This is an optimization exercise on Yosys and OpenROAD, whose aim is small area, a short achievable clock period and few clock cycles, not a production implementation.
Where RTL was checked, it was by simulation tests only, not by an equivalence proof against the original.
Function not checked in runs 2 to 6: the RTL went through the layout flow alone.
Power figures rest on the tool's default switching activity, not on a simulated workload.

--- flow/config.mk ---
export PLATFORM = sky130hd
export DESIGN_NAME = rv_top
export DESIGN_NICKNAME = rv_top
export VERILOG_FILES = /design/flow/design.v
export SDC_FILE = /design/flow/constraint.sdc
export NUM_CORES = 8
export LEC_CHECK = 0
export CAP_MARGIN = 20
export CORE_MARGIN = 2
export CORE_UTILIZATION = 40
export SETUP_SLACK_MARGIN = 0.5
export SLEW_MARGIN = 20
--- flow/constraint.sdc ---
create_clock -name core_clock -period 12.0 [get_ports {clk_i}]
set_input_delay 2.4000 -clock core_clock [delete_from_list [all_inputs] [get_ports {clk_i}]]
set_output_delay 2.4000 -clock core_clock [all_outputs]
set_load 0.01 [all_outputs]
--- flow/design.v ---
package rv_pkg;
    typedef enum logic [3:0] {
        OP_AND = 4'h0,
        OP_OR  = 4'h1,
        OP_ADD = 4'h2,
        OP_SUB = 4'h6,
        OP_SLT = 4'h7,
        OP_NOR = 4'hC,
        OP_NOP = 4'hF
    } alu_operations_e;
endpackage
module rv_alu (
    input  rv_pkg::alu_operations_e alu_ctrl_i, 
    input        [31:0]             operand_a_i,
    input        [31:0]             operand_b_i,
    output logic [31:0]             result_o,
    output logic                    zero_o
);
    assign zero_o = (result_o == 32'b0);
    always @(alu_ctrl_i, operand_a_i, operand_b_i) begin
        case (alu_ctrl_i)
            rv_pkg::OP_AND: result_o = operand_a_i & operand_b_i;
            rv_pkg::OP_OR : result_o = operand_a_i | operand_b_i;
            rv_pkg::OP_ADD: result_o = operand_a_i + operand_b_i;
            rv_pkg::OP_SUB: result_o = operand_a_i - operand_b_i;
            rv_pkg::OP_SLT: result_o = operand_a_i < operand_b_i ? 1:0;
            rv_pkg::OP_NOR: result_o = ~(operand_a_i | operand_b_i);
            default: result_o = 0;
        endcase
    end
endmodule
module counter (
    input               clk_i,
    input               rst_ni,
    input        [31:0] next_addr_i,
    output logic [31:0] addr_o
);
    always @(posedge clk_i) begin
        if ( !rst_ni ) begin
            addr_o <= 32'b0;
        end else begin
            addr_o <= next_addr_i;
        end 
    end
endmodule
module regfile (
    input clk_i,
    input rst_ni,
    input        [ 4:0] rs_addr_a_i,
    output logic [31:0] rs_data_a_o,
    input        [ 4:0] rs_addr_b_i,
    output logic [31:0] rs_data_b_o,
    input        [ 4:0] rd_addr_i,
    input        [31:0] rd_data_i,
    input               rd_we_i
);
    logic [31:0] reg_array [31:0];
    assign rs_data_a_o = reg_array[rs_addr_a_i];
    assign rs_data_b_o = reg_array[rs_addr_b_i];
    assign reg_array[0] = 32'h0;
    for (genvar i = 1; i < 32; i++) begin
        always_ff @(posedge clk_i) begin : regfile_reset
            if ( !rst_ni ) begin
                reg_array[i] <= 32'h0;
            end else if ( rd_we_i && ( rd_addr_i == 5'(i) ) ) begin
                reg_array[i] <= rd_data_i;
            end
        end
    end
endmodule
module rv_ctrl (
    input        [6:0] opcode_i,
    output logic [1:0] alu_op_o,
    output logic       branch_o,
    output logic       alu_src_o,
    output logic       rd_we_o,
    output logic [1:0] alu_dst_o,
    output logic       data_we_o
);
    assign alu_op_o = {opcode_i[4], opcode_i[6]};
    assign branch_o = opcode_i[6];
    assign alu_src_o = ~(opcode_i[6] | (opcode_i[5] & opcode_i[4]));
    assign rd_we_o = (~opcode_i[6]) & ( ~( opcode_i[5] | opcode_i[2] ) | ( opcode_i[5] & opcode_i[4] ) );
    assign alu_dst_o = { opcode_i[2], ~ { opcode_i[6] | opcode_i[5] | opcode_i[4] | opcode_i[2] } };
    assign data_we_o = ( ~opcode_i[6] ) & opcode_i[5] & ( ~opcode_i[4] );
endmodule
module rv_decoder (
    input        [31:0] instr_i,
    output logic [ 4:0] rs_addr_a_o,
    output logic [ 4:0] rs_addr_b_o,
    output logic [ 4:0] rd_addr_o,
    output logic [31:0] rs_imm_b_o,
    output logic [31:0] rd_imm_o,
    output logic        alu_src_o,
    output rv_pkg::alu_operations_e alu_ctrl_o,
    output logic        rd_we_o,
    output logic [31:0] branch_target_o,
    output logic        branch_o,
    output logic [ 1:0] alu_dst_o,
    output logic        data_we_o
);
    assign rd_imm_o = { instr_i[31:12],  
                        12'b0 };         
    assign rs_imm_b_o = { {21{instr_i[31]}},  
                          instr_i[30:25], 
                          data_we_o ? rd_addr_o : rs_addr_b_o };   
    assign branch_target_o = { {20{instr_i[31]}}, 
                                instr_i[7], instr_i[30:25], 
                                instr_i[11:8], 1'b0};
    assign rs_addr_a_o = instr_i[19:15];
    assign rs_addr_b_o = instr_i[24:20];
    assign rd_addr_o   = instr_i[11:7];
    logic [1:0] alu_op;
    logic [3:0] alu_ctrl_d;  
    assign alu_ctrl_d = {instr_i[30], instr_i[14:12]};
    logic [5:0] alu_case;
    assign alu_case = {alu_op, alu_ctrl_d};
    rv_ctrl u_rv_ctrl(
        .opcode_i ( instr_i[6:0] ),
        .alu_op_o (  alu_op      ),
        .branch_o ( branch_o     ),
        .alu_src_o ( alu_src_o   ),
        .rd_we_o  ( rd_we_o      ),
        .alu_dst_o ( alu_dst_o   ),
        .data_we_o ( data_we_o   )
    );
    always @(*) begin
        casex (alu_case)
            6'b00????: alu_ctrl_o = rv_pkg::OP_ADD;
            6'b?1????: alu_ctrl_o = rv_pkg::OP_SUB;
            6'b1?0000: alu_ctrl_o = rv_pkg::OP_ADD;
            6'b1??000: begin
                if (instr_i[5]) begin
                    alu_ctrl_o = rv_pkg::OP_SUB;
                end else begin
                    alu_ctrl_o = rv_pkg::OP_ADD;
                end           
            end
            6'b1?0111: alu_ctrl_o = rv_pkg::OP_AND;
            6'b1?0110: alu_ctrl_o = rv_pkg::OP_OR;
            default:   alu_ctrl_o = rv_pkg::OP_NOP;
        endcase
    end
endmodule
module rv_top (
    input               clk_i,
    input               rst_ni,
    output logic [31:0] addr_o,
    input        [31:0] instr_i,
    input        [31:0] data_i,
    output logic        data_we_o,
    output logic [31:0] data_o,
    output logic [31:0] data_addr_o
);
    rv_pkg::alu_operations_e alu_ctrl;
    logic        alu_zero;
    logic [ 4:0] rs_addr_a;
    logic [31:0] rs_data_a;
    logic [ 4:0] rs_addr_b;
    logic [31:0] rs_data_b;
    logic [ 4:0] rd_addr;
    logic [31:0] rd_data;
    logic        rd_we;
    logic        operand_b_sel;
    logic [31:0] operand_b;
    logic [31:0] rs_imm_b;
    logic [31:0] rd_imm;
    assign operand_b = operand_b_sel ? rs_imm_b : rs_data_b;
    assign data_o = rs_data_b;
    logic [ 1:0] alu_dst;
    logic [31:0] alu_result;
    assign rd_data = alu_dst[1] ? rd_imm : 
                     alu_dst[0] ? data_i : 
                                  alu_result;
    assign data_addr_o = alu_result;
    logic [31:0] next_addr;
    logic        branch_instr;
    logic [31:0] branch_target;
    logic        test_next_addr;
    assign test_next_addr = branch_instr & alu_zero;
    assign next_addr = test_next_addr ? (addr_o + branch_target) : (addr_o + 'h4);
    counter u_counter(
        .clk_i       (     clk_i ),
        .rst_ni      (    rst_ni ),
        .next_addr_i ( next_addr ),
        .addr_o      (    addr_o )
    );
    rv_decoder u_decoder(
        .instr_i     (       instr_i ),
        .rs_addr_a_o (     rs_addr_a ),
        .rs_addr_b_o (     rs_addr_b ),
        .rd_addr_o   (       rd_addr ),
        .rs_imm_b_o  (      rs_imm_b ),
        .rd_imm_o    (        rd_imm ),
        .alu_src_o   ( operand_b_sel ),
        .alu_ctrl_o  (      alu_ctrl ),
        .rd_we_o     (         rd_we ),
        .branch_target_o ( branch_target ),
        .branch_o    (  branch_instr ),
        .alu_dst_o   (       alu_dst ),
        .data_we_o   (     data_we_o )
    );
    rv_alu u_alu (
        .alu_ctrl_i  (   alu_ctrl ),
        .operand_a_i (  rs_data_a ),
        .operand_b_i (  operand_b ),
        .result_o    ( alu_result ),
        .zero_o      (   alu_zero )
    );
    regfile u_regfile(
        .clk_i       (     clk_i ),
        .rst_ni      (    rst_ni ),
        .rs_addr_a_i ( rs_addr_a ),
        .rs_data_a_o ( rs_data_a ),
        .rs_addr_b_i ( rs_addr_b ),
        .rs_data_b_o ( rs_data_b ),
        .rd_addr_i   (   rd_addr ),
        .rd_data_i   (   rd_data ),
        .rd_we_i     (     rd_we )
    );
endmodule
--- flow/run.sh ---
#!/bin/bash
# synth_recipe.tcl (not shown) runs the flow's synth.tcl, then flattens the netlist and writes it again
# the make line also repeats each setting of config.mk as NAME=value (left out here)
make -C /OpenROAD-flow-scripts/flow DESIGN_CONFIG=/design/flow/config.mk WORK_HOME=/design/flow/orfs CLKGATE_MAP_FILE= SYNTH_SCRIPT=/design/flow/synth_recipe.tcl finish
==> results of run 1 <==
-- layer usage --
| metal | global-route usage, % | share of wire [%] |
|---|---|---|
| met2 | 57.90 | 38 |
| met5 | 2.885 | 0.25 |
| met1 | 52.79 | 36 |
| met4 | 28.03 | 8.6 |
| met3 | 21.59 | 17 |
-- sequential cells by signal (all words and copies together) (netlist names) --
name / flops
u_regfile.reg_array: 992
u_counter.addr_o: 31
-- layout by cell type (no fill, tap or decap), types with 111 or more instances in the layout --
| master | count |
|---|---|
| o21ai_0 | 131 |
| a22o_1 | 147 |
| buf_4 | 413 |
| ha_1 | 127 |
| nand3_1 | 203 |
| a221oi_1 | 156 |
| clkdlybuf4s50_1 | 150 |
| a211oi_1 | 519 |
| a22oi_1 | 608 |
| nand2_1 | 625 |
| nor2_1 | 1060 |
| a21oi_1 | 596 |
| inv_1 | 111 |
| dfxtp_1 | 1023 |
-- synth_stat cells, types with 27 or more instances --
| cell | n | area [µm²] |
|---|---|---|
| inv_1 | 111 | 416.7 |
| a211oi_1 | 520 | 3904 |
| ha_1 | 127 | 1589 |
| a222oi_1 | 65 | 650.6 |
| nor2_1 | 1147 | 4305 |
| nor4_1 | 44 | 275.3 |
| clkbuf_1 | 640 | 2402 |
| nand3_1 | 204 | 1021 |
| a221oi_1 | 156 | 1366 |
| xnor2_1 | 36 | 315.3 |
| xor2_1 | 27 | 236.5 |
| or3_1 | 28 | 175.2 |
| nor3_1 | 54 | 270.3 |
| nand4_1 | 103 | 644.4 |
| o21ai_0 | 134 | 670.6 |
| a21o_1 | 29 | 217.7 |
| a21oi_1 | 616 | 3083 |
| a22o_1 | 147 | 1287 |
| nand2_1 | 633 | 2376 |
| a22oi_1 | 608 | 4564 |
| dfxtp_1 | 1023 | 20480 |
-- path summary, 6_finish.rpt --
path | from | end | slack [ns] | depth (start not counted)
max | instr_i[15] | data_addr_o[27] | 0.47 | 21
min | u_regfile.reg_array[22][25] | u_regfile.reg_array[22][25] | 0.47 | 2
max reg2reg | u_regfile.reg_array[16][1] | u_counter.addr_o[23] | 5.44 | 21
min reg2reg | u_regfile.reg_array[22][25] | u_regfile.reg_array[22][25] | 0.47 | 2
-- what timing repair did --
action,4_1_cts,5_1_grt
buffers inserted,16,38
endpoints found under the setup margin,3,14
pin swaps,4,15
resized for setup,3,21
-- cells by family (layout without fill, tap and decap cells) --
group / count (synthesis) / after routing / synth area share (%)
AOI/OAI and AO/OA: 2483 / 2483 / 32.80
xor gates and xnor gates: 63 / 63 / 1.033
adders and majority gates: 130 / 130 / 3.087
buffers and inverters: 799 / 907 / 5.688
DFF: 1023 / 1023 / 38.33
muxes: 22 / 22 / 0.4286
other: 1 / 18 / 0.007019
and+or+nand+nor: 2337 / 2337 / 18.62
-- critical path: cells and delay by family --
kind,cells,cell delay (ns)
adder cells (fa/ha/maj),1,0.34
AND/OR/NAND/NOR,5,2.22
buffers and inverters,7,2.32
AO/OA/AOI/OAI,8,1.81
-- layout make-up --
cell class	count	area, µm²	area share, %
well taps	1768	2212	3.508
multi-input cells	5036	30910	49.01
diodes	17	42.54	0.06745
inverters	112	427.9	0.6785
clock buffers	148	3103	4.920
flip-flops and latches	1023	20480	32.47
repair buffers	598	5235	8.301
clock inverters	49	655.6	1.040
-- through the flow --
step / worst slack, ns / instance area, µm² / total power [µW]
2_1_floorplan: 2.689 / 53430 / 3885
3_3_place_gp: 0.3814 / 58580 / 4228
3_5_place_dp: 0.4253 / 58610 / 4229
4_1_cts: 0.4975 / 62510 / 7756
5_1_grt: 0.4357 / 63020 / 7966
6_report: 0.4731 / 63070 / 7840
-- report_power, final --
part	total (µW)	internal (µW)	switching, µW	leakage, µW
Clock	3630	2070	1560	0.00184
Combinational	780	204	576	0.0118
Sequential	3430	3410	17.3	0.00824
==> results.json, run 1 <==
{
  "outcome": "no timing/DRC/antenna violations",
  "port_buffers": 158,
  "numCtsBuffers": 107,
  "dpl.cell_count": 8482,
  "startpoint_type": "input port",
  "power_density_nw_per_um2": 124.3,
  "arrival_ns": 9.13,
  "cts-root-buf": "clkbuf_16",
  "insertion_delay_ns": 0.79,
  "dpl.hpwl_um": 188100,
  "fin_nets": 7074,
  "grt_pass1_vias": 55080,
  "critical_path.most_common_cell": "buf_4",
  "core_um2": 133000,
  "grt_start_max_net_pins": 224,
  "clk_pin_slew_worst_paths_ns": 0.07,
  "worstMarginPinSlew_ns": 1.364,
  "crit_path_top_delay_cell": "nor2_4",
  "dieArea_um2": 136500,
  "ys_types": 86,
  "ys_ff_latch": 1023,
  "setup_tns_ns": 0,
  "clock-sinks": 1023,
  "groute.usage.overall_pct": 42.90,
  "ys_seq_area_share_pct": 38.33,
  "via_count": 62280,
  "syn_area_per_cell_um2": 7.791,
  "row_count": 134,
  "min_path_type": "reg2reg",
  "cts_tree": "built",
  "final-setup-viol-count": 0,
  "wirelength_um": 306900,
  "final_max_slew_viol_count": 0,
  "fin_crit_sh_pct": 96.06,
  "detail_route.vias_per_cell": 7.117,
  "final_cells": 8751,
  "drtAntennaViolNets": 0,
  "ys.flop_type": "dfxtp_1",
  "finalHoldViolCount": 0,
  "max_freq_mhz": 86.75,
  "peakVddDrop_mv": 0.1340,
  "crit_chain": "clkdlybuf4s50_1 > nand3b_1 > nor2_4 > buf_4 > a22oi_1 > nand3_1 > nor4_2 > buf_4 > inv_1 > ha_1 > buf_4 > nor4_1 > o21ai_0 > o211a_1 > o221ai_2 > a211oi_2 > o21ai_1 > o211ai_1 > a32oi_1 > inv_1 > clkdlybuf4s50_1",
  "die_h_um": 369.5,
  "final_util_pct": 47.43,
  "layout-drive-gt1-share_pct": 12.03,
  "first_pass_iters": 13,
  "cts_buffer_depth": 3,
  "die_w_um": 369.5,
  "drt_iter0_markers": 14680,
  "post_drt_wl_per_cell_um": 35.07,
  "start_util_pct": 40.19,
  "min_period_ns": 11.53,
  "max_slew_margin_pct": 8.854,
  "synth_area_um2": 53430,
  "fillers": 12980,
  "synth_edf_count": 0,
  "skew_ns": 0.04078,
  "gp_congestion": 1.042,
  "holdBufCountCts": 0,
  "end_kind": "output pin",
  "cap_violations": 0,
  "cp_max_fo": 17,
  "critPathKind": "in2out",
  "whs_ns": 0.4747,
  "rsz0062_at_grt": "yes",
  "cp_data_required_time_ns": 9.60,
  "syn_inst": 6858,
  "pin_count": 163,
  "grt_pass1_wl_um": 421100,
  "htree_levels": 3,
  "syn2layout_area_growth_pct": 18.04,
  "antenna_found_initial": 19,
  "route.detailed.drc": 0,
  "grt-ovfl-total": 0,
  "async_flop_share_pct": 0,
  "p_leak_uw": 0.02187,
  "critPathMaxStageDelay_ns": 1.16,
  "synth_warnings": 5
}
Testbench counts, summed over its fixed seeds: cycles 63,104.
==> run 2: changes to the inputs <==
==> flow/design.v (replaced) <==
package rv_pkg;
    typedef enum logic [3:0] {
        OP_AND = 4'h0,
        OP_OR  = 4'h1,
        OP_ADD = 4'h2,
        OP_SUB = 4'h6,
        OP_SLT = 4'h7,
        OP_NOR = 4'hC,
        OP_NOP = 4'hF
    } alu_operations_e;
endpackage
module regfile (
    input               clk_i,
    input        [ 4:0] rs_addr_a_i,
    output logic [31:0] rs_data_a_o,
    input        [ 4:0] rs_addr_b_i,
    output logic [31:0] rs_data_b_o,
    input        [ 4:0] rd_addr_i,
    input        [31:0] rd_data_i,
    input               rd_we_i
);
    logic [31:0] reg_array [31:0];
    assign reg_array[0] = 32'h0;
    for (genvar i = 1; i < 32; i++) begin : g_reg
        always_ff @(posedge clk_i) begin
            if (rd_we_i && (rd_addr_i == 5'(i))) begin
                reg_array[i] <= rd_data_i;
            end
        end
    end
    assign rs_data_a_o = reg_array[rs_addr_a_i];
    assign rs_data_b_o = reg_array[rs_addr_b_i];
endmodule
module rv_top (
    input               clk_i,
    input               rst_ni,
    output logic [31:0] addr_o,
    input        [31:0] instr_i,
    input        [31:0] data_i,
    output logic        data_we_o,
    output logic [31:0] data_o,
    output logic [31:0] data_addr_o
);
    logic [11:1] pc_f;           
    logic        v_d;            
    logic [31:0] ir_d;           
    logic [11:1] tgt_d;          
    logic        v_e;
    logic        wr_e, ld_e, st_e, br_e;
    logic        add_e, sub_e, and_e, or_e, lui_e;
    logic        fa_e, fb_e, fs_e;   
    logic [ 4:0] rd_e;
    logic [31:0] a_e, b_e, s_e;
    logic [11:1] tgt_e;
    logic        wr_m, ld_m, st_m;
    logic [ 4:0] rd_m;
    logic [31:0] res_m, s_m;
    logic        stall_d;        
    logic        redir_e;        
    assign addr_o = {20'b0, pc_f, 1'b0};
    logic        jmp_f;
    logic [11:1] tgt_f;
    assign jmp_f = instr_i[6] & (instr_i[19:15] == instr_i[24:20]);
    assign tgt_f = pc_f + {instr_i[7], instr_i[30:25], instr_i[11:8]};
    always_ff @(posedge clk_i) begin
        if (!rst_ni) begin
            pc_f <= '0;
        end else if (redir_e) begin
            pc_f <= tgt_e;
        end else if (!stall_d) begin
            pc_f <= jmp_f ? tgt_f : pc_f + 11'd2;
        end
    end
    always_ff @(posedge clk_i) begin
        if (!rst_ni) begin
            v_d <= 1'b0;
        end else if (redir_e) begin
            v_d <= 1'b0;
        end else if (!stall_d) begin
            v_d <= 1'b1;
        end
    end
    always_ff @(posedge clk_i) begin
        if (!stall_d) begin
            ir_d  <= instr_i;
            tgt_d <= tgt_f;
        end
    end
    logic [6:0] op_d;
    logic [4:0] rs1_d, rs2_d, rd_d;
    logic [2:0] f3_d;
    assign op_d  = ir_d[6:0];
    assign rd_d  = ir_d[11:7];
    assign f3_d  = ir_d[14:12];
    assign rs1_d = ir_d[19:15];
    assign rs2_d = ir_d[24:20];
    logic is_br_d, is_lui_d, is_alu_d, is_r_d, is_ld_d, is_st_d;
    assign is_br_d  = op_d[6];
    assign is_lui_d = op_d[2];
    assign is_alu_d = op_d[4];                        
    assign is_r_d   = op_d[5] & op_d[4] & ~op_d[2];
    assign is_ld_d  = ~op_d[6] & ~op_d[5] & ~op_d[4];
    assign is_st_d  = ~op_d[6] &  op_d[5] & ~op_d[4];
    logic wr_d, use1_d, use2_d;
    assign wr_d   = (is_alu_d | is_ld_d) & (rd_d != 5'd0);
    assign use1_d = ~is_lui_d;
    assign use2_d = op_d[5] & ~op_d[2];                
    logic        wb_en;
    logic [31:0] wb_data;
    logic [31:0] rf_a, rf_b;
    assign wb_en   = wr_m;
    assign wb_data = ld_m ? data_i : res_m;
    regfile u_regfile (
        .clk_i       ( clk_i   ),
        .rs_addr_a_i ( rs1_d   ),
        .rs_data_a_o ( rf_a    ),
        .rs_addr_b_i ( rs2_d   ),
        .rs_data_b_o ( rf_b    ),
        .rd_addr_i   ( rd_m    ),
        .rd_data_i   ( wb_data ),
        .rd_we_i     ( wb_en   )
    );
    logic [31:0] a_d, b_d;
    assign a_d = (wb_en && rd_m == rs1_d) ? wb_data : rf_a;
    assign b_d = (wb_en && rd_m == rs2_d) ? wb_data : rf_b;
    logic [31:0] imm_d;
    always_comb begin
        if (is_lui_d)      imm_d = {ir_d[31:12], 12'b0};
        else if (is_st_d)  imm_d = {{20{ir_d[31]}}, ir_d[31:25], ir_d[11:7]};
        else               imm_d = {{20{ir_d[31]}}, ir_d[31:20]};
    end
    logic hit1_e, hit2_e;
    assign hit1_e  = v_e & wr_e & (rd_e == rs1_d);
    assign hit2_e  = v_e & wr_e & (rd_e == rs2_d);
    assign stall_d = v_d & ld_e & ((use1_d & hit1_e) | (use2_d & hit2_e));
    logic b30_d, zero3_d;
    assign b30_d   = ir_d[30];
    assign zero3_d = (f3_d == 3'b000);
    always_ff @(posedge clk_i) begin
        if (!rst_ni) begin
            v_e <= 1'b0;
        end else begin
            v_e <= v_d & ~stall_d & ~redir_e;
        end
    end
    always_ff @(posedge clk_i) begin
        wr_e  <= wr_d;
        ld_e  <= is_ld_d;
        st_e  <= is_st_d;
        br_e  <= is_br_d & (rs1_d != rs2_d);
        lui_e <= is_lui_d;
        add_e <= is_ld_d | is_st_d | (is_alu_d & ~is_lui_d & zero3_d);
        sub_e <= is_r_d & zero3_d & b30_d;
        and_e <= is_alu_d & ~is_lui_d & (f3_d == 3'b111) & ~b30_d;
        or_e  <= is_alu_d & ~is_lui_d & (f3_d == 3'b110) & ~b30_d;
        fa_e  <= hit1_e;
        fb_e  <= hit2_e & (is_r_d | is_br_d);
        fs_e  <= hit2_e;
        rd_e  <= rd_d;
        a_e   <= a_d;
        b_e   <= (is_r_d | is_br_d) ? b_d : imm_d;
        s_e   <= b_d;
        tgt_e <= tgt_d;
    end
    logic [31:0] a_x, b_x, s_x, sum_e, res_e;
    assign a_x = fa_e ? res_m : a_e;
    assign b_x = fb_e ? res_m : b_e;
    assign s_x = fs_e ? res_m : s_e;
    assign sum_e = a_x + (b_x ^ {32{sub_e}}) + {31'b0, sub_e};
    always_comb begin
        res_e = 32'b0;
        if (add_e)      res_e = sum_e;
        else if (and_e) res_e = a_x & b_x;
        else if (or_e)  res_e = a_x | b_x;
        else if (lui_e) res_e = b_e;
    end
    assign redir_e = v_e & br_e & (a_x == b_x);
    always_ff @(posedge clk_i) begin
        if (!rst_ni) begin
            wr_m <= 1'b0;
            st_m <= 1'b0;
        end else begin
            wr_m <= v_e & wr_e;
            st_m <= v_e & st_e;
        end
    end
    always_ff @(posedge clk_i) begin
        ld_m  <= ld_e;
        rd_m  <= rd_e;
        res_m <= res_e;
        s_m   <= s_x;
    end
    assign data_we_o   = st_m;
    assign data_addr_o = res_m;
    assign data_o      = s_m;
endmodule
==> results.json, run 2 <==
{
  "outcome": "no timing/DRC/antenna violations",
  "cp_top_family": "simple AND/OR/NAND/NOR gates",
  "grt-ovfl-total": 0,
  "synth_area_um2": 54940,
  "power_frac_clock_pct": 39.0,
  "layout_commonest_cell": "edfxtp_1",
  "min_period_ns": 4.844,
  "row_count": 135,
  "ys_ff_latch": 1241,
  "switching_share_pct": 26.56,
  "rsz0062_at_grt": "no",
  "p_comb_share_pct": 12.8,
  "ys_top_cells_by_count": "1032 x edfxtp_1, 358 x a22oi_1, 271 x a221oi_1, 269 x a22o_1, 238 x clkbuf_1",
  "use_met1_pct": 41.71,
  "power_density_nw_per_um2": 167.5,
  "dp_slack_ns": 6.775,
  "holdBufCountCts": 0,
  "numCtsBuffers": 134,
  "async_flop_share_pct": 0,
  "synth_top_area_share_pct": 56.40,
  "final_max_slew_viol_count": 0,
  "setup_tns_ns": 0,
  "busiest_layer": "met2",
  "antenna_found_initial": 10,
  "layout-drive-gt1-share_pct": 12.44,
  "synth.most_common_cell": "edfxtp_1",
  "met3_usage_pct": 16.52,
  "cts_buffer_depth": 3,
  "max_freq_mhz": 206.4,
  "ys_top_cells_by_area": "edfxtp_1 56%, dfxtp_1 7.6%, a22oi_1 4.9%",
  "worstSetupPathDepth": 9,
  "gp_congestion": 0.9592,
  "drt_iter0_markers": 10670,
  "cp_max_fo": 22,
  "startpoint_type": "flop",
  "fin_ws_ns": 7.156,
  "synth_edf_count": 1032,
  "critPathKind": "reg2reg",
  "use_met2_pct": 48.68,
  "skew_ns": 0.02686,
  "drtAntennaViolNets": 0,
  "ys_types": 71,
  "min_path_type": "reg2reg",
  "clk_pin_slew_worst_paths_ns": 0.06,
  "pin_count": 163,
  "crit_path_top_delay_cell": "nor3_1",
  "layout_common_cells": "1032 x edfxtp_1, 358 x a22oi_1, 271 x a221oi_1",
  "p_leak_uw": 0.02117,
  "htree_levels": 4,
  "wirelength_um": 249300,
  "yosys.area.top_type": "edfxtp_1",
  "cts-root-buf": "clkbuf_16",
  "port_buffers": 138,
  "arrival_ns": 5.51,
  "die_h_um": 374.6,
  "groute.usage.overall_pct": 34.29,
  "cp_data_required_time_ns": 12.66,
  "die_w_um": 374.6,
  "clock-sinks": 1241,
  "grt_pass1_vias": 41650,
  "dpl.hpwl_um": 138100,
  "intPower_uw": 7817,
  "crit_buf_inv": 1,
  "final_cells": 6099,
  "max_slew_margin_pct": 4.120,
  "fin_nets": 4376,
  "critPathMaxStageDelay_ns": 1.13,
  "grt_pass1_wl_um": 335800,
  "fillers": 11800,
  "holdPathStages": 0,
  "reg2regPathDepth": 9,
  "dieArea_um2": 140300,
  "ys_seq_area_share_pct": 64.02,
  "power_uw": 10650,
  "peakVddDrop_mv": 0.1276,
  "fin_crit_sh_pct": 40.37,
  "end_kind": "flop",
  "core_um2": 136000,
  "p_sw_uw": 2828,
  "final-setup-viol-count": 0,
  "first_pass_iters": 16,
  "p_seq_share_pct": 48.2,
  "largest_register_ffs": 992,
  "cap_violations": 0,
  "cts_setup_buffers": 0,
  "insertion_delay_ns": 0.79,
  "finalHoldViolCount": 0,
  "syn_inst": 4087,
  "crit_chain": "nand2b_1 > nor2_4 > buf_4 > a22o_1 > a221oi_1 > nand3_1 > nor3_1 > o22ai_1 > o21a_1",
  "ys.flop_type": "edfxtp_1",
  "route.detailed.drc": 0,
  "cts_tree": "built",
  "dpl.cell_count": 5849,
  "detail_route.vias_per_cell": 7.335,
  "worstMarginPinSlew_ns": 1.427,
  "synth_warnings": 3,
  "syn_area_per_cell_um2": 13.44,
  "cts_resized": 0,
  "syn2layout_area_growth_pct": 15.70,
  "post_drt_wl_per_cell_um": 40.88,
  "regMostFlops": "u_regfile.reg_array",
  "start_util_pct": 40.41,
  "via_count": 44740,
  "grt_start_max_net_pins": 72
}
==> run 2: layout make-up <==
| class | instances | area, µm² | area share, % |
|---|---|---|---|
| antenna | 8 | 20.02 | 0.03149 |
| tap | 1781 | 2228 | 3.505 |
| clock inverter | 67 | 626.9 | 0.9861 |
| clock buffer | 174 | 3714 | 5.842 |
| multi-input combinational | 2436 | 18950 | 29.81 |
| inverter | 121 | 454.2 | 0.7145 |
| timing repair buffer | 271 | 2392 | 3.763 |
| sequential | 1241 | 35180 | 55.34 |
==> run 2: per-stage QoR <==
step	hold slack (ns)	area, µm²	util [%]
global route	0.3368	63550	46.74
global placement	0.3243	59130	43.48
finish	0.3359	63570	46.75
CTS	0.3369	63470	46.68
detailed placement	0.3269	59130	43.48
floorplan	0.3233	55020	-
==> run 2: worst paths after layout <==
check,slack (ns),end,startpoint
hold reg to reg,0.34,tgt_e[10],tgt_d[10]
setup / recovery,7.16,b_e[18],ir_d[24]
hold / removal,0.34,tgt_e[10],tgt_d[10]
setup reg to reg,7.16,b_e[18],ir_d[24]
==> run 2: kinds of logic after synthesis <==
logic type | after synthesis | synth area share (%)
AOI/OAI and AO/OA | 1288 | 18.42
DFF | 1241 | 64.02
and+or+nand+nor | 715 | 6.504
buffers and inverters | 430 | 3.106
muxes | 196 | 3.748
adders and majority gates | 108 | 2.473
xor gates and xnor gates | 108 | 1.722
other | 1 | 0.006825
==> run 2: worst register-to-register path: stages, from the launching register on <==
cell	delay [ns]
edfxtp_1	0.68
nand2b_1	0.78
nor2_4	0.36
buf_4	0.46
a22o_1	0.36
a221oi_1	0.22
nand3_1	0.12
nor3_1	1.13
o22ai_1	0.36
o21a_1	0.27
==> run 2: power groups by stage <==
stage,sequential (µW),combinational [µW],clock (µW)
final,5130,1360,4160
after global routing,5140,1420,4320
after CTS,5130,1290,4150
after detailed placement,5220,1280,0
after global placement,5220,1270,0
after floorplan,5160,733,0
==> run 2: layer usage <==
| layer | routed length [µm] | vias to the layer above |
|---|---|---|
| met3 | 43580 | 1368 |
| met5 | 587 | - |
| li1 | - | 16920 |
| met4 | 19880 | 22 |
| met1 | 83910 | 21610 |
| met2 | 101400 | 4821 |
==> run 3: changes to the inputs <==
--- a/flow/config.mk
+++ b/flow/config.mk
@@ -8,5 +8,6 @@
 export CAP_MARGIN = 20
 export CORE_MARGIN = 2
 export CORE_UTILIZATION = 40
+export CTS_BUF_LIST = sky130_fd_sc_hd__clkbuf_4
 export SETUP_SLACK_MARGIN = 0.5
 export SLEW_MARGIN = 20
==> results.json, run 3 <==
{
  "antenna_found_initial": 10,
  "yosys.area_share.simple_pct": 6.504,
  "dpl.hpwl_um": 138100,
  "post_drt_wl_per_cell_um": 39.10,
  "whs_ns": 0.3419,
  "synth.most_common_cell": "edfxtp_1",
  "grt-ovfl-total": 0,
  "rsz0062_at_grt": "no",
  "ys_top_cells_by_area": "edfxtp_1 56%, dfxtp_1 7.6%, a22oi_1 4.9%",
  "cp_top_family": "buffers and inverters",
  "synth_top_family_by_area": "compound AO/OA/AOI/OAI gates",
  "final_max_slew_viol_count": 0,
  "port_buffers": 138,
  "groute.usage.overall_pct": 34.58,
  "cts_resized": 0,
  "crit_path_top_delay_cell": "clkdlybuf4s50_1",
  "layout_commonest_cell": "edfxtp_1",
  "largest_register_ffs": 992,
  "setup_tns_ns": 0,
  "synth_compound_area_share_pct": 18.42,
  "ys.flop_type": "edfxtp_1",
  "arrival_ns": 2.52,
  "first_pass_iters": 13,
  "dpl.cell_count": 5849,
  "cap_violations": 0,
  "ys_top_cells_by_count": "1032 x edfxtp_1, 358 x a22oi_1, 271 x a221oi_1, 269 x a22o_1, 238 x clkbuf_1",
  "cts-root-buf": "clkbuf_4",
  "fillers": 12020,
  "ys_types": 71,
  "cp_data_required_time_ns": 9.60,
  "min_path_type": "reg2reg",
  "finalHoldViolCount": 0,
  "crit_chain": "clkdlybuf4s50_1",
  "critPathKind": "reg2out",
  "regMostFlops": "u_regfile.reg_array",
  "clk_pin_slew_worst_paths_ns": 0.07,
  "max_slew_margin_pct": 5.594,
  "final_area_um2": 63240,
  "worstMarginPinSlew_ns": 1.405,
  "cts_buffer_depth": 4,
  "fin_crit_sh_pct": 41.03,
  "startpoint_type": "flop",
  "synth_edf_count": 1032,
  "htree_levels": 5,
  "ys_seq_area_share_pct": 64.02,
  "end_kind": "output pin",
  "yosys.area_share.adder_pct": 2.473,
  "core_um2": 136000,
  "drtAntennaViolNets": 0,
  "synth_area_um2": 54940,
  "layout-drive-gt1-share_pct": 17.98,
  "synthMuxAreaShare_pct": 3.748,
  "gp_congestion": 0.9592,
  "layout_common_cells": "1032 x edfxtp_1, 462 x clkbuf_4, 358 x a22oi_1",
  "row_count": 135,
  "peakVddDrop_mv": 0.1064,
  "async_flop_share_pct": 0,
  "cp_max_fo": 5,
  "yosys.area.top_type": "edfxtp_1",
  "synth_warnings": 3,
  "crit_buf_inv": 1,
  "place_area_um2": 59130,
  "syn2layout_area_growth_pct": 15.10,
  "skew_ns": 0.08695,
  "insertion_delay_ns": 1.30,
  "start_util_pct": 40.41,
  "clock-sinks": 1241,
  "pin_count": 163,
  "final_cells": 6429,
  "final-setup-viol-count": 0,
  "synth_xor_area_share_pct": 1.722,
  "drt_iter0_markers": 10590,
  "p_leak_uw": 0.02147,
  "outcome": "no timing/DRC/antenna violations",
  "power_density_nw_per_um2": 160.5,
  "detail_route.vias_per_cell": 7.135,
  "grt_pass1_wl_um": 339800,
  "fin_nets": 4578,
  "syn_inst": 4087,
  "syn_area_per_cell_um2": 13.44,
  "cts_setup_buffers": 0,
  "die_h_um": 374.6,
  "dieArea_um2": 140300,
  "final_util_pct": 46.51,
  "holdBufCountCts": 0,
  "cts_tree": "built",
  "critPathMaxStageDelay_ns": 0.64,
  "ys_ff_latch": 1241,
  "grt_pass1_vias": 43410,
  "via_count": 45870,
  "synth_top_area_share_pct": 56.40,
  "min_period_ns": 4.924,
  "max_freq_mhz": 203.1,
  "die_w_um": 374.6,
  "wirelength_um": 251300,
  "grt_start_max_net_pins": 72,
  "numCtsBuffers": 336,
  "route.detailed.drc": 0
}
[run 3: cell counts after synthesis]
No cell type changed its count.
[run 3: cell type report]
class                   instances  area (µm²)  share of cell area, %
flip-flops and latches       1241       35180                  55.63
clock inverters               107       530.5                 0.8388
diodes                         10       25.02                0.03957
clock buffers                 462        3468                  5.484
inverters                     121       454.2                 0.7182
repair buffers                271        2392                  3.783
multi-input cells            2436       18960                  29.98
well taps                    1781        2228                  3.524
[run 3: per-stage QoR]
step	setup WS (ns)	power [µW]
6_report	7.076	10150
5_1_grt	6.995	10480
4_1_cts	6.986	10090
3_5_place_dp	6.775	6502
3_3_place_gp	6.760	6484
2_1_floorplan	7.612	5895
[run 3: routing by layer]
metal / routed length [µm] / up-vias / part of all wire, % / track usage (%)
met4: 19670 / 18 / 7.8 / 20.76
li1: - / 17510 / - / -
met3: 44320 / 1395 / 18 / 17.90
met5: 271 / - / 0.11 / 0.8919
met1: 84360 / 21950 / 34 / 41.24
met2: 102700 / 5001 / 41 / 49.34
[run 3: cells by family (layout without fill, tap and decap cells)]
family | Yosys count | after routing
AOI/OAI and AO/OA | 1288 | 1288
xor gates and xnor gates | 108 | 108
adders and majority gates | 108 | 108
buffers and inverters | 430 | 961
DFF | 1241 | 1241
muxes | 196 | 196
other | 1 | 31
and+or+nand+nor | 715 | 715
[run 3: path summary, 6_finish.rpt]
kind / endpoint / slack [ns] / start / cells after the start
setup / recovery: data_addr_o[31] / 7.08 / res_m[31] / 1
hold / removal: tgt_e[4] / 0.34 / tgt_d[4] / 0
setup reg to reg: b_e[28] / 7.19 / ir_d[20] / 10
hold reg to reg: tgt_e[4] / 0.34 / tgt_d[4] / 0
[run 3: where the power goes]
part	leakage [µW]	switching, µW	total [µW]	internal (µW)
clock network	0.00240	1810	3670	1860
registers	0.0112	129	5130	5000
logic	0.00787	925	1360	434
[run 3: worst reg2reg max path: stages, from the launching register on]
cell and delay [ns]:
edfxtp_1 0.67, nand2b_1 0.77, nor2_4 0.26, buf_4 0.37, buf_4 0.39, a22o_1 0.30, a221oi_1 0.25, nand4_1 0.13
nor3_1 0.94, o22ai_1 0.40, o21a_1 0.28
==> run 4: changes to the inputs <==
==> flow/flow/run.sh (new file) <==
#!/bin/bash
set -e
bash standard.sh SETUP_SLACK_MARGIN=8.5 finish > standard.log 2>&1
==> flow/standard.sh (new file) <==
#!/bin/bash
# synth_recipe.tcl (not shown) runs the flow's synth.tcl, then flattens the netlist and writes it again
# the make line also repeats each setting of config.mk as NAME=value (left out here)
make -C /OpenROAD-flow-scripts/flow DESIGN_CONFIG=/design/flow/config.mk WORK_HOME=/design/flow/orfs CLKGATE_MAP_FILE= SYNTH_SCRIPT=/design/flow/synth_recipe.tcl "${@:-finish}"
--- a/flow/config.mk
+++ b/flow/config.mk
@@ -8,6 +8,5 @@
 export CAP_MARGIN = 20
 export CORE_MARGIN = 2
 export CORE_UTILIZATION = 40
-export CTS_BUF_LIST = sky130_fd_sc_hd__clkbuf_4
 export SETUP_SLACK_MARGIN = 0.5
 export SLEW_MARGIN = 20
removed: flow/run.sh
==> results.json, run 4 <==
{
  "fin_nets": 4540,
  "detail_route.vias_per_cell": 7.379,
  "power_density_nw_per_um2": 165.0,
  "pin_count": 163,
  "end_kind": "flop",
  "layout_common_cells": "1032 x edfxtp_1, 358 x a22oi_1, 269 x a22o_1, 269 x a221oi_1, 238 x buf_4",
  "synth_warnings": 3,
  "core_um2": 136000,
  "skew_ns": 0.02760,
  "ys_ff_latch": 1241,
  "yosys.area.top_type": "edfxtp_1",
  "regMostFlops": "u_regfile.reg_array",
  "max_slew_margin_pct": 22.52,
  "syn_area_per_cell_um2": 13.44,
  "clk_pin_slew_worst_paths_ns": 0.06,
  "ys_types": 71,
  "worstMarginPinSlew_ns": 1.162,
  "antenna_found_initial": 7,
  "layout_commonest_cell": "edfxtp_1",
  "drt_iter0_markers": 11510,
  "fin_crit_sh_pct": 30.87,
  "cts-root-buf": "clkbuf_16",
  "syn2layout_area_growth_pct": 21.12,
  "r2r_slack_ns": 8.30,
  "cap_violations": 0,
  "async_flop_share_pct": 0,
  "grt_pass1_vias": 43200,
  "crit_chain": "buf_6 > mux2i_4 > xnor2_2 > inv_1 > fa_2 > nand2b_4 > a211oi_2 > a211oi_2 > or3_4 > and2_4 > o31a_1 > a31o_4 > or4_4 > nand3_1",
  "syn_inst": 4087,
  "cts_buffer_depth": 3,
  "grt_start_max_net_pins": 72,
  "wl_met3_um": 46830,
  "synth.most_common_cell": "edfxtp_1",
  "start_util_pct": 40.41,
  "dpl.hpwl_um": 141100,
  "crit_path_end": "res_m[24]",
  "met1_length_um": 84010,
  "holdBufCountCts": 0,
  "max_freq_mhz": 270.0,
  "groute.usage.overall_pct": 35.32,
  "critPathKind": "reg2reg",
  "critPathMaxStageDelay_ns": 0.45,
  "reg2regPathDepth": 14,
  "synth_edf_count": 1032,
  "dieArea_um2": 140300,
  "fin_ws_ns": 8.296,
  "crit_path_top_delay_cell": "dfxtp_4",
  "port_buffers": 138,
  "grt-ovfl-total": 0,
  "worstSetupStartpoint": "fb_e",
  "top_layer": "met5",
  "final-setup-viol-count": 0,
  "drtAntennaViolNets": 0,
  "peakVddDrop_mv": 0.1351,
  "setup_tns_ns": 0,
  "post_drt_wl_per_cell_um": 41.33,
  "synth_area_um2": 54940,
  "ys_top_cells_by_count": "1032 x edfxtp_1, 358 x a22oi_1, 271 x a221oi_1, 269 x a22o_1, 238 x clkbuf_1",
  "cp_data_required_time_ns": 12.70,
  "htree_levels": 4,
  "cp_max_fo": 6,
  "row_count": 135,
  "min_path_type": "reg2reg",
  "grt_pass1_wl_um": 345400,
  "cts_tree": "built",
  "power_uw": 10980,
  "finalHoldViolCount": 0,
  "ys.flop_type": "edfxtp_1",
  "critical_path.most_common_cell": "a211oi_2",
  "gp_congestion": 0.9743,
  "clock-sinks": 1241,
  "first_pass_iters": 10,
  "ys_top_cells_by_area": "edfxtp_1 56%, dfxtp_1 7.6%, a22oi_1 4.9%",
  "largest_register_ffs": 992,
  "final_max_slew_viol_count": 0,
  "insertion_delay_ns": 0.79,
  "wirelength_um": 258700,
  "outcome": "no timing/DRC/antenna violations",
  "p_leak_uw": 0.02230,
  "layout-drive-gt1-share_pct": 22.80,
  "rsz0062_at_grt": "yes",
  "via_count": 46200,
  "synth_top_area_share_pct": 56.40,
  "r2r_start": "fb_e",
  "startpoint_type": "flop",
  "arrival_ns": 4.40,
  "r2r_end": "res_m[24]",
  "dp_slack_ns": 6.954,
  "die_w_um": 374.6,
  "ys_seq_area_share_pct": 64.02,
  "route.detailed.drc": 0,
  "met2_length_um": 105400,
  "die_h_um": 374.6,
  "min_period_ns": 3.704,
  "numCtsBuffers": 132
}
-- run 4: cell counts after synthesis --
Identical to the previous run, type by type.
-- run 4: worst min path at each step --
stage               from         to  slack, ns  cells after the start
3_3_place_gp    tgt_d[1]   tgt_e[1]       0.32                      0
3_5_place_dp    tgt_d[6]   tgt_e[6]       0.33                      0
4_1_cts         tgt_d[6]   tgt_e[6]       0.34                      0
2_1_floorplan  tgt_d[10]  tgt_e[10]       0.32                      0
5_1_grt         tgt_d[6]   tgt_e[6]       0.34                      0
6_report        tgt_d[6]   tgt_e[6]       0.34                      0
-- run 4: cell families after synthesis --
logic type	Yosys count	share of synthesized area [%]
flip-flops	1241	64.02
AO/OA/AOI/OAI	1288	18.42
XOR/XNOR	108	1.722
adder cells (fa/ha/maj)	108	2.473
multiplexers	196	3.748
buffers and inverters	430	3.106
other	1	0.006825
AND/OR/NAND/NOR	715	6.504
-- run 4: what timing repair did --
| action | in CTS | in global routing |
|---|---|---|
| hold endpoints to repair | 0 | 0 |
| setup endpoints to repair | 820 | 568 |
| gates cloned | 24 | 7 |
| pin swaps | 61 | 58 |
| buffers inserted | 97 | 38 |
| gates resized for setup | 654 | 136 |
-- run 4: routing by layer --
layer / vias up / global-route usage (%)
met2: 5239 / 50.48
li1: 17280 / -
met3: 1505 / 17.00
met5: - / 1.647
met4: 10 / 22.67
met1: 22170 / 42.25
-- run 4: cell type report --
type	instances	area [µm²]
Timing Repair inverter	26	190.2
Multi-Input combinational cell	2437	20080
Sequential cell	1241	35370
Antenna cell	6	15.01
Fill cell	11580	69420
Clock inverter	79	914.6
Tap cell	1781	2228
Inverter	121	551.8
Clock buffer	160	3470
Timing Repair Buffer	410	3732
-- run 4: critical path: cells and delay by family (launching register included) --
kind                       cells  cell delay, ns
muxes                          1            0.26
and+or+nand+nor                5            1.21
AOI/OAI and AO/OA              4            0.95
buffers and inverters          2            0.23
adders and majority gates      1            0.36
DFF                            1            0.45
xor gates and xnor gates       1            0.16
-- run 4: metrics by stage --
step	instances	hold WS, ns	area [µm²]	util (%)
after global placement	5848	0.3235	59250	43.57
final	6261	0.3397	66550	48.94
after CTS	6210	0.3421	65580	48.23
after global routing	6255	0.3448	66540	48.93
after detailed placement	5850	0.3285	59300	43.61
after floorplan	4107	0.3233	55230	-
-- run 4: power breakdown --
group | internal [µW] | leakage, µW | switching (µW)
Sequential | 5000 | 0.0112 | 98.1
Combinational | 567 | 0.00892 | 1110
Clock | 2390 | 0.00214 | 1820
Total | 7960 | 0.0223 | 3020
==> run 5: changes to the inputs <==
--- a/flow/design.v
+++ b/flow/design.v
@@ -62,13 +62,32 @@
     logic [11:1] tgt_f;
     assign jmp_f = instr_i[6] & (instr_i[19:15] == instr_i[24:20]);
     assign tgt_f = pc_f + {instr_i[7], instr_i[30:25], instr_i[11:8]};
+    logic        btb_v;
+    logic [11:1] btb_pc, btb_tgt;
+    logic [11:1] seq_f;
+    logic        hit_f;
+    assign seq_f = pc_f + 11'd2;
+    assign hit_f = btb_v & (seq_f == btb_pc);
+    always_ff @(posedge clk_i) begin
+        if (!rst_ni) begin
+            btb_v <= 1'b0;
+        end else if (jmp_f) begin
+            btb_v <= 1'b1;
+        end
+    end
+    always_ff @(posedge clk_i) begin
+        if (jmp_f) begin
+            btb_pc  <= pc_f;
+            btb_tgt <= tgt_f;
+        end
+    end
     always_ff @(posedge clk_i) begin
         if (!rst_ni) begin
             pc_f <= '0;
         end else if (redir_e) begin
             pc_f <= tgt_e;
         end else if (!stall_d) begin
-            pc_f <= jmp_f ? tgt_f : pc_f + 11'd2;
+            pc_f <= jmp_f ? tgt_f : hit_f ? btb_tgt : seq_f;
         end
     end
     always_ff @(posedge clk_i) begin
==> flow/flow/run.sh (replaced) <==
#!/bin/bash
# Layout flow: the standard flow (standard.sh: ORFS synthesis through
# final layout, unchanged constraints), with two settings changed:
#  - repair_timing is asked for a larger setup margin, so it keeps improving
#    paths beyond the 12 ns clock (the SDC and the clock are unchanged);
#  - clock tree synthesis clusters up to 25 flip-flops per leaf buffer and
#    inserts no dummy loads, which makes a smaller tree.
# Each tool's output goes to the ORFS logs under orfs/logs/; the make output
# goes to standard.log in this folder.
set -e
bash standard.sh \
  SETUP_SLACK_MARGIN=8.5 \
  "CTS_ARGS=-sink_clustering_enable -repair_clock_nets -dont_use_dummy_load -buf_list sky130_fd_sc_hd__clkbuf_16 -sink_clustering_size 25 -sink_clustering_max_diameter 100" \
  finish > standard.log 2>&1
==> results.json, run 5 <==
{
  "grt_pass1_vias": 41970,
  "holdPathStages": 0,
  "cts_tree": "built",
  "synth_top_area_share_pct": 56.56,
  "arrival_ns": 4.18,
  "grt_start_max_net_pins": 65,
  "synth_area_um2": 55960,
  "async_flop_share_pct": 0,
  "p_leak_uw": 0.02144,
  "post_drt_wl_per_cell_um": 40.66,
  "row_count": 137,
  "clock-sinks": 1264,
  "synth.most_common_cell": "edfxtp_1",
  "first_pass_iters": 13,
  "via_count": 45330,
  "syn_inst": 4121,
  "wirelength_um": 253400,
  "ys.flop_type": "edfxtp_1",
  "route.detailed.drc": 0,
  "worstSetupStartpoint": "instr_i[8]",
  "max_freq_mhz": 268.8,
  "hold_start": "tgt_d[3]",
  "setup_tns_ns": 0,
  "insertion_delay_ns": 0.74,
  "final-setup-viol-count": 0,
  "drt_iter0_markers": 11070,
  "dp_slack_ns": 7.063,
  "core_um2": 139200,
  "htree_levels": 2,
  "dpl.hpwl_um": 138600,
  "ys_top_cells_by_count": "1054 x edfxtp_1, 382 x a22oi_1, 257 x a221oi_1, 257 x a22o_1, 230 x clkbuf_1",
  "critPathKind": "in2reg",
  "yosys.area.top_type": "edfxtp_1",
  "min_period_ns": 3.720,
  "end_kind": "flop",
  "pin_count": 163,
  "antenna_found_initial": 10,
  "groute.usage.overall_pct": 33.97,
  "fin_crit_sh_pct": 31.00,
  "syn_area_per_cell_um2": 13.58,
  "gp_congestion": 0.9561,
  "grt-ovfl-total": 0,
  "layout-drive-gt1-share_pct": 21.19,
  "skew_ns": 0.06755,
  "layout_commonest_cell": "edfxtp_1",
  "cts-root-buf": "clkbuf_16",
  "die_w_um": 378.0,
  "largest_register_ffs": 992,
  "ys_seq_area_share_pct": 64.07,
  "min_path_type": "reg2reg",
  "peakVddDrop_mv": 0.1270,
  "r2r_slack_ns": 8.36,
  "start_util_pct": 40.21,
  "ys_top_cells_by_area": "edfxtp_1 57%, dfxtp_1 7.5%, a22oi_1 5.1%",
  "layout_common_cells": "1054 x edfxtp_1, 382 x a22oi_1, 261 x buf_4",
  "cp_max_fo": 3,
  "grt_pass1_wl_um": 337300,
  "ys_types": 87,
  "fin_nets": 4524,
  "regMostFlops": "u_regfile.reg_array",
  "max_slew_margin_pct": 15.82,
  "worstMarginPinSlew_ns": 1.263,
  "fin_ws_ns": 8.280,
  "r2r_end": "b_e[26]",
  "startpoint_type": "input port",
  "die_h_um": 378.0,
  "cts_buffer_depth": 3,
  "port_buffers": 138,
  "numCtsBuffers": 57,
  "drtAntennaViolNets": 0,
  "reg2regPathDepth": 10,
  "power_density_nw_per_um2": 140.3,
  "finalHoldViolCount": 0,
  "cp_data_required_time_ns": 12.46,
  "holdBufCountCts": 0,
  "r2r_start": "ir_d[21]",
  "ys_ff_latch": 1264,
  "cap_violations": 0,
  "clk_pin_slew_worst_paths_ns": 0.10,
  "final_max_slew_viol_count": 0,
  "synth_edf_count": 1054,
  "crit_path_end": "btb_tgt[11]",
  "dieArea_um2": 142900,
  "rsz0062_at_grt": "yes",
  "outcome": "no timing/DRC/antenna violations",
  "detail_route.vias_per_cell": 7.274,
  "synth_warnings": 3,
  "syn2layout_area_growth_pct": 16.12
}
[run 5: cell count changes after synthesis, moves of 6 or more]
cell / change
a21o_1: +6
a22oi_1: +24
xor2_1: +13
a221oi_1: -14
xnor2_1: +10
edfxtp_1: +22
nand4_1: -9
clkbuf_1: -8
a21oi_1: -8
a22o_1: -12
[run 5: logic make-up after synthesis]
kind of cell,share of synthesized area (%)
compound gates,18.06
xor+xnor,2.108
fa+ha+maj,2.392
buf+inv,3.097
flops,64.07
mux,3.879
other cells,0.006701
simple gates,6.388
[run 5: power by group]
| part | internal (µW) | switching, µW |
|---|---|---|
| Clock | 848 | 1370 |
| Combinational | 604 | 1110 |
| Sequential | 5090 | 96.5 |
[run 5: final cells by class]
type,count,area (µm²)
repair buffers,427,3836
inverters,120,559.3
flip-flops and latches,1264,36040
fillers,12210,74210
multi-input cells,2454,20540
well taps,1876,2347
clock buffers,57,1426
diodes,5,12.51
repair inverters,29,217.7
[run 5: worst min-delay path by stage]
| stage | to | slack, ns |
|---|---|---|
| floorplan | tgt_e[10] | 0.32 |
| global placement | tgt_e[10] | 0.32 |
| detailed placement | tgt_e[10] | 0.33 |
| CTS | tgt_e[7] | 0.35 |
| global route | tgt_e[3] | 0.35 |
| finish | tgt_e[3] | 0.35 |
[run 5: worst max-delay path, cell delays in order]
cell and delay [ns]:
buf_8 0.08, ha_4 0.13, inv_2 0.04, fa_2 0.37, nor2b_1 0.13, o21ai_1 0.10
nand2b_1 0.12, a21o_1 0.13, nand2_2 0.07, a21oi_4 0.17, a31oi_4 0.11, xnor2_2 0.19
buf_4 0.14
[run 5: per-stage QoR]
stage                     hold slack (ns)  std cells  power (µW)  util (%)  cell area (µm²)
final                              0.3484       6232        9114     46.69            64980
after global routing               0.3539       6229        9310     46.68            64970
after CTS                          0.3487       6155        8878     45.76            63690
after detailed placement           0.3269       5978        6609     43.36            60350
after global placement             0.3238       5978        6597     43.35            60340
after floorplan                    0.3233       4141        6019         -            56260
[run 5: routing by layer]
layer  share of wire (%)  global-route usage [%]
met5                0.18                   1.784
met4                 8.0                   19.25
met3                  17                   14.42
met2                  42                   50.02
met1                  33                   41.61
[run 5: timing repair]
action | 4_1_cts | 5_1_grt
buffers inserted | 92 | 62
gates resized for setup | 636 | 164
pin swaps | 34 | 46
cloned | 28 | 10
endpoints found under the setup margin | 821 | 751
endpoints found under the hold margin | 0 | 0
==> run 6: changes to the inputs <==
--- a/flow/design.v
+++ b/flow/design.v
@@ -9,6 +9,29 @@
         OP_NOP = 4'hF
     } alu_operations_e;
 endpackage
+module rf_aoi3 (
+    input  a0, b0, a1, b1, a2, b2,
+    output y
+);
+    assign y = ~((a0 & b0) | (a1 & b1) | (a2 & b2));
+endmodule
+module rf_bit (
+    input  [31:1] q,
+    input  [31:1] sel,
+    output        o
+);
+    logic [10:0] n;
+    for (genvar g = 0; g < 10; g++) begin : g_aoi
+        rf_aoi3 u_aoi (
+            .a0 ( q[3*g+1] ), .b0 ( sel[3*g+1] ),
+            .a1 ( q[3*g+2] ), .b1 ( sel[3*g+2] ),
+            .a2 ( q[3*g+3] ), .b2 ( sel[3*g+3] ),
+            .y  ( n[g]     )
+        );
+    end
+    assign n[10] = ~(q[31] & sel[31]);
+    assign o = ~&n;
+endmodule
 module regfile (
     input               clk_i,
     input        [ 4:0] rs_addr_a_i,
@@ -19,8 +42,7 @@
     input        [31:0] rd_data_i,
     input               rd_we_i
 );
-    logic [31:0] reg_array [31:0];
-    assign reg_array[0] = 32'h0;
+    logic [31:0] reg_array [31:1];
     for (genvar i = 1; i < 32; i++) begin : g_reg
         always_ff @(posedge clk_i) begin
             if (rd_we_i && (rd_addr_i == 5'(i))) begin
@@ -28,8 +50,21 @@
             end
         end
     end
-    assign rs_data_a_o = reg_array[rs_addr_a_i];
-    assign rs_data_b_o = reg_array[rs_addr_b_i];
+    logic [31:1] sel_a, sel_b;
+    always_comb begin
+        for (int i = 1; i < 32; i++) begin
+            sel_a[i] = (rs_addr_a_i == 5'(i));
+            sel_b[i] = (rs_addr_b_i == 5'(i));
+        end
+    end
+    for (genvar b = 0; b < 32; b++) begin : g_bit
+        logic [31:1] col;
+        for (genvar i = 1; i < 32; i++) begin : g_col
+            assign col[i] = reg_array[i][b];
+        end
+        rf_bit u_rd_a (.q(col), .sel(sel_a), .o(rs_data_a_o[b]));
+        rf_bit u_rd_b (.q(col), .sel(sel_b), .o(rs_data_b_o[b]));
+    end
 endmodule
 module rv_top (
     input               clk_i,
--- a/flow/config.mk
+++ b/flow/config.mk
@@ -10,3 +10,5 @@
 export CORE_UTILIZATION = 40
 export SETUP_SLACK_MARGIN = 0.5
 export SLEW_MARGIN = 20
+export SYNTH_HIERARCHICAL = 1
+export SYNTH_MINIMUM_KEEP_SIZE = 0
==> results.json, run 6 <==
{
  "insertion_delay_ns": 0.77,
  "synth_xor_area_share_pct": 2.225,
  "cp_data_required_time_ns": 12.45,
  "max_slew_margin_pct": 30.74,
  "finalHoldViolCount": 0,
  "startpoint_type": "input port",
  "dpl.hpwl_um": 117700,
  "die_h_um": 372.1,
  "fin_crit_sh_pct": 33.77,
  "final_util_pct": 46.98,
  "min_period_ns": 4.053,
  "groute.usage.overall_pct": 29.84,
  "cts-root-buf": "clkbuf_16",
  "final-seq-area_um2": 36060,
  "core_um2": 135000,
  "synth_area_um2": 54200,
  "ys_seq_area_share_pct": 66.15,
  "synth_compound_area_share_pct": 16.65,
  "first_pass_iters": 14,
  "clk_pin_slew_worst_paths_ns": 0.10,
  "place_area_um2": 58890,
  "htree_levels": 2,
  "grt_pass1_wl_um": 290500,
  "syn_area_per_cell_um2": 14.79,
  "drt_iter0_markers": 10210,
  "arrival_ns": 4.50,
  "synth.most_common_cell": "edfxtp_1",
  "rsz0062_at_grt": "yes",
  "layout-drive-gt1-share_pct": 21.95,
  "async_flop_share_pct": 0,
  "largest_register_ffs": 992,
  "row_count": 135,
  "power_density_nw_per_um2": 145.8,
  "synth_warnings": 9,
  "fillers": 11630,
  "syn2layout_area_growth_pct": 16.96,
  "setup_tns_ns": 0,
  "yosys.area_share.simple_pct": 6.373,
  "cap_violations": 0,
  "min_path_type": "reg2reg",
  "layout_common_cells": "1054 x edfxtp_1, 640 x a222oi_1, 264 x buf_4",
  "final_area_um2": 63400,
  "holdBufCountCts": 0,
  "numCtsBuffers": 59,
  "antenna_found_initial": 11,
  "dieArea_um2": 138500,
  "port_buffers": 138,
  "post_drt_wl_per_cell_um": 37.05,
  "worstMarginPinSlew_ns": 1.039,
  "start_util_pct": 40.16,
  "wirelength_um": 217800,
  "end_kind": "flop",
  "cts_buffer_depth": 3,
  "grt-ovfl-total": 0,
  "synth_edf_count": 1054,
  "gp_congestion": 0.9015,
  "die_w_um": 372.1,
  "ys_types": 91,
  "detail_route.vias_per_cell": 6.967,
  "ys_top_cells_by_area": "edfxtp_1 58%, a222oi_1 12%, dfxtp_1 7.8%",
  "layout_commonest_cell": "edfxtp_1",
  "ys.flop_type": "edfxtp_1",
  "synth_top_family_by_area": "compound AO/OA/AOI/OAI gates",
  "grt_start_max_net_pins": 65,
  "drtAntennaViolNets": 0,
  "max_freq_mhz": 246.7,
  "synth_top_area_share_pct": 58.39,
  "pin_count": 163,
  "peakVddDrop_mv": 0.1230,
  "grt_pass1_vias": 38870,
  "outcome": "no timing/DRC/antenna violations",
  "cts_tree": "built",
  "ys_top_cells_by_count": "1054 x edfxtp_1, 640 x a222oi_1, 246 x nor2_1, 210 x dfxtp_1, 167 x a21oi_1",
  "clock-sinks": 1264,
  "critPathKind": "in2reg",
  "multiInputGateArea_um2": 18800,
  "p_leak_uw": 0.02133,
  "fin_nets": 4268,
  "regMostFlops": "u_regfile.reg_array",
  "ys_ff_latch": 1264,
  "final_max_slew_viol_count": 0,
  "yosys.area.top_type": "edfxtp_1",
  "yosys.area_share.adder_pct": 2.472,
  "cp_max_fo": 2,
  "route.detailed.drc": 0,
  "synthMuxAreaShare_pct": 4.314,
  "final-setup-viol-count": 0,
  "via_count": 40950,
  "syn_inst": 3665,
  "skew_ns": 0.1044
}
[run 6: cell types whose count changed in the layout (fill, tap and decap cells not counted), sizes merged, moves of 73 or more]
cell,change
a222oi,+576
nand3,-113
a22o,-256
a21oi,+73
nor2,+85
a221oi,-255
a22oi,-382
[run 6: per-module statistics from Yosys, one instance, submodules excluded]
module / flops+latches / times used / cells inside
regfile: 992 / 1 / 1130
rf_bit: 0 / 64 / 4
rf_aoi3: 0 / 640 / 1
rv_top: 272 / 1 / 1639
[run 6: critical path, cell delays in order]
cell and delay (ns):
buf_8 0.11, ha_4 0.16, fa_2 0.34, a21o_1 0.17
a21oi_2 0.16, o21bai_1 0.13, a2111o_1 0.38, o211ai_1 0.13
o21ai_1 0.12, xnor2_1 0.17, buf_4 0.15, buf_6 0.10
[run 6: where the power goes]
group	switching, µW	internal [µW]	leakage (µW)
logic	1190	623	0.00918
clock network	1350	874	0.000727
registers	108	5100	0.0114
[run 6: what timing repair did]
item | 4_1_cts | 5_1_grt
gates resized for setup | 608 | 154
gates cloned | 26 | 7
setup buffers | 119 | 55
pin swaps | 29 | 48
endpoints found under the setup margin | 915 | 558
[run 6: per-layer routing]
layer  wire (µm)  global-route usage [%]  vias up
met3       34400                   11.51      556
met1       78270                   38.72    20460
li1            -                       -    16630
met5         355                   1.538        -
met4       10990                   14.49       12
met2       93730                   43.46     3293
[run 6: stage by stage]
stage                     total power, µW  setup WS [ns]  std cells  hold WS, ns
after floorplan                      6046          7.520       3685       0.3233
after global placement               6710          6.629       5610       0.3236
after detailed placement             6732          6.576       5610       0.3291
after CTS                            9080          7.961       5814       0.3423
after global routing                 9472          7.846       5877       0.3555
final                                9242          7.947       5878       0.3343
[run 6: kinds of logic after synthesis]
logic type / count (synthesis)
other: 1
adders and majority gates: 106
DFF: 1264
and+or+nand+nor: 697
buffers and inverters: 233
muxes: 219
AOI/OAI and AO/OA: 1013
xor gates and xnor gates: 132
[run 6: layout make-up]
cell class,count,share of cell area (%)
Tap cell,1781,3.515
Clock buffer,59,2.329
Multi-Input combinational cell,2189,29.65
Timing Repair Buffer,444,6.475
Timing Repair inverter,24,0.2763
Antenna cell,2,0.007894
Sequential cell,1264,56.87
Inverter,115,0.8782
[run 6: final timing paths]
| path | start | end | cells past startpoint | slack (ns) |
|---|---|---|---|---|
| min reg2reg | tgt_d[5] | tgt_e[5] | 0 | 0.33 |
| min | tgt_d[5] | tgt_e[5] | 0 | 0.33 |
| max | instr_i[8] | tgt_d[11] | 12 | 7.95 |
| max reg2reg | ir_d[23] | b_e[5] | 13 | 8.45 |

-- static timing again, ports no longer ideal --
The flow's constraints put no driver on any port. The routed layouts listed below were extracted and timed again, unchanged, in two steps.
Step 1 (the two cells are an assumption about what drives the block):
set clk [get_ports {clk_i}]
set_driving_cell -lib_cell sky130_fd_sc_hd__clkbuf_16 $clk
set_driving_cell -lib_cell sky130_fd_sc_hd__buf_2 [delete_from_list [all_inputs] $clk]
Step 2 adds t to the input delays and takes it off the output delays; t is the mean of the earliest and latest rising clock arrival at the registers after step 1. Input paths then give back, and output paths get back, about the clock's delay inside the block.
a / b / c = no drivers / after step 1 / after step 2; a / b = the first two.
run	shift t [ns]	slack for setup (ns)	hold WS [ns]	worst setup path at the end
run 1	0.849	0.473 / 0.438 / 0.438	0.475 / 0.475 / 0.475	input to output
run 2	0.856	7.156 / 7.156 / 6.759	0.336 / 0.336 / 0.336	input to register
run 3	1.329	7.076 / 7.007 / 6.747	0.342 / 0.342 / 0.342	input to register
run 4	0.855	8.296 / 8.244 / 7.523	0.340 / 0.340 / 0.340	input to register
run 5	0.785	8.280 / 8.263 / 7.519	0.348 / 0.348 / 0.348	input to register
run 6	0.805	7.947 / 7.991 / 7.186	0.334 / 0.334 / 0.334	input to register
After both steps every run listed still meets setup and hold. For run 4, which loses most, drivers alone change the setup slack by -0.052 ns; drivers and shift together by -0.773 ns.
